From an optimization exercise on the open Yosys and OpenROAD flow, aimed at a short achievable clock period and few clock cycles; shortcuts taken in it are not production practice.
The RTL was checked by simulation tests, not by an equivalence proof against the original design.
No activity file was given, so power comes from the tool's default toggle rates.

==> flow/design.v (excerpt) <==
module PipelineCPU(
  input clk, rst,
  output [8:0] imem_addr,
  input [31:0] imem_data,
  output [8:0] dmem_addr,
  output [31:0] dmem_wdata,
  output dmem_we,
  input [31:0] dmem_rdata
);
Size in the first run: roughly 1600 flip-flops, about 79000 µm² of cells after synthesis.
Settings: LEC_CHECK=0, CAP_MARGIN=20, CORE_MARGIN=2, CORE_UTILIZATION=40, SETUP_SLACK_MARGIN=4.3, SLEW_MARGIN=20; clock period 6.5 ns.
run.sh (not shown) runs the stock make flow with config.mk's settings and CLKGATE_MAP_FILE= SYNTH_SCRIPT=/design/flow/synth_recipe.tcl, a recipe that flattens the netlist after the stock synthesis.
Testbench counts at the start, summed over its fixed seeds: cycles 63,165.
Next try:
--- a/flow/design.v
+++ b/flow/design.v
@@ -127,60 +127,63 @@
   endfunction
   wire [8:0] pc1 = add9(pc, 9'd0, 1'b1);
   wire [8:0] btgt = add9(pc, ins[8:0], 1'b1);
   wire [8:0] pm1 = add9(pc, 9'h1ff, 1'b0);
   wire bz = d_beq & ex_alu & ~f_any & (rt == 5'd0) & (rs == ex_dest);
   wire bz_go = bz & ex_zero & ~wb_taken;
   wire hold = d_sw & ex_alu & (rt == ex_dest);
   reg fv [0:15];
   reg [4:0] ftag [0:15];
   reg [8:0] fsucc [0:15];
   wire [15:0] fdec = 16'd1 << pc[3:0];
-  reg [14:0] fsel;
+  reg [15:0] fmatch;
+  reg [8:0] fsel;
   integer e;
   always @(*) begin
-    fsel = 15'd0;
-    for (e = 0; e < 16; e = e + 1)
-      fsel = fsel | ({15{fdec[e]}} & {fv[e], ftag[e], fsucc[e]});
-  end
-  wire fhit = fsel[14] & (fsel[13:9] == pc[8:4]);
-  wire [8:0] seqn = fhit ? fsel[8:0] : pc1;
+    fsel = 9'd0;
+    for (e = 0; e < 16; e = e + 1) begin
+      fmatch[e] = fdec[e] & fv[e] & (ftag[e] == pc[8:4]);
+      fsel = fsel | ({9{fdec[e]}} & fsucc[e]);
+    end
+  end
+  wire fhit = |fmatch;
   wire [8:0] succ = d_j ? ins[8:0] : beq_same ? btgt : pc1;
   reg fu;
   reg [8:0] fu_key;
   always @(posedge clk) begin
-    fu <= ~rst & ~wb_taken & ~hold & ~d_j & ~beq_same & ~bz_go & fhit;
+    fu <= ~rst & fold;
     fu_key <= pc;
   end
   reg fw;
   reg [8:0] fw_key, fw_succ;
   always @(posedge clk) begin
     fw <= ~rst & skippable;
     fw_key <= fu ? fu_key : pm1;
     fw_succ <= succ;
   end
   integer k;
   always @(posedge clk) begin
     if (rst) begin
       for (k = 0; k < 16; k = k + 1) fv[k] <= 1'b0;
     end else if (fw) begin
       fv[fw_key[3:0]] <= 1'b1;
       ftag[fw_key[3:0]] <= fw_key[8:4];
       fsucc[fw_key[3:0]] <= fw_succ;
     end
   end
   wire [8:0] pc_base = wb_taken ? wb_tgt :
                        hold ? pc :
                        d_j ? ins[8:0] :
-                       beq_same ? btgt : seqn;
-  wire [8:0] pc_next = bz_go ? btgt : pc_base;
+                       beq_same ? btgt : pc1;
+  wire fold = fhit & ~wb_taken & ~hold & ~d_j & ~beq_same & ~bz_go;
+  wire [8:0] pc_next = fold ? fsel : bz_go ? btgt : pc_base;
   always @(posedge clk) begin
     if (rst) pc <= 9'd0;
     else pc <= pc_next;
   end
   wire mem_wr = mem_alu | mem_ld;
   wire [15:0] ahi = mem_fa ? wb_hi : mem_ahi;
   wire [15:0] bhi = mem_fb ? wb_hi : mem_bhi;
   wire br_taken = mem_br & mem_eqlo & (ahi == bhi);
   wire [15:0] yhi;
   wire co_hi;
   ALU #(.W(16)) alu_hi(.a(ahi), .b(bhi), .ci(mem_c16), .y(yhi), .co(co_hi));
Result: Die area is about the same. Power fell by a few percent. Critical path depth fell by 3. Synthesized cell count rose slightly. Global-route usage fell by 1.7 points. First-iteration DRC count fell by roughly a tenth. Routed wire length fell by a little under a tenth. Sequential cell count is unchanged. Final area fell by a few percent. Clock-buffer cell count fell by 8. Combinational power fell by about a fifth.
Testbench counts after the change, summed over its fixed seeds: cycles 63,165.

-- static timing again, ports no longer ideal --
The flow's constraints put no driver on any port. The routed layouts listed below were extracted and timed again, unchanged, in two steps. Step 1 assumes that a clkbuf_16 drives the clock port and a buf_2 every other input. Step 2 times the ports against the registers' clock, not the clock port: input delays grow and output delays shrink by t, the midpoint of the rising clock arrivals with the driver on. Slacks: no drivers / after step 1 / after step 2; pairs: no drivers / after step 1.
run | t, ns | slack for setup (ns) | slew at the worst register clock pin (ns)
the first run | 0.927 | 3.069 / 2.840 / 1.913 | 0.08 / 0.08
the second run | 0.903 | 3.390 / 3.196 / 2.293 | 0.07 / 0.07
After both steps setup and hold are still met in every run listed. For the first run, which loses most, drivers alone change the setup slack by -0.229 ns; drivers and shift together by -1.156 ns.
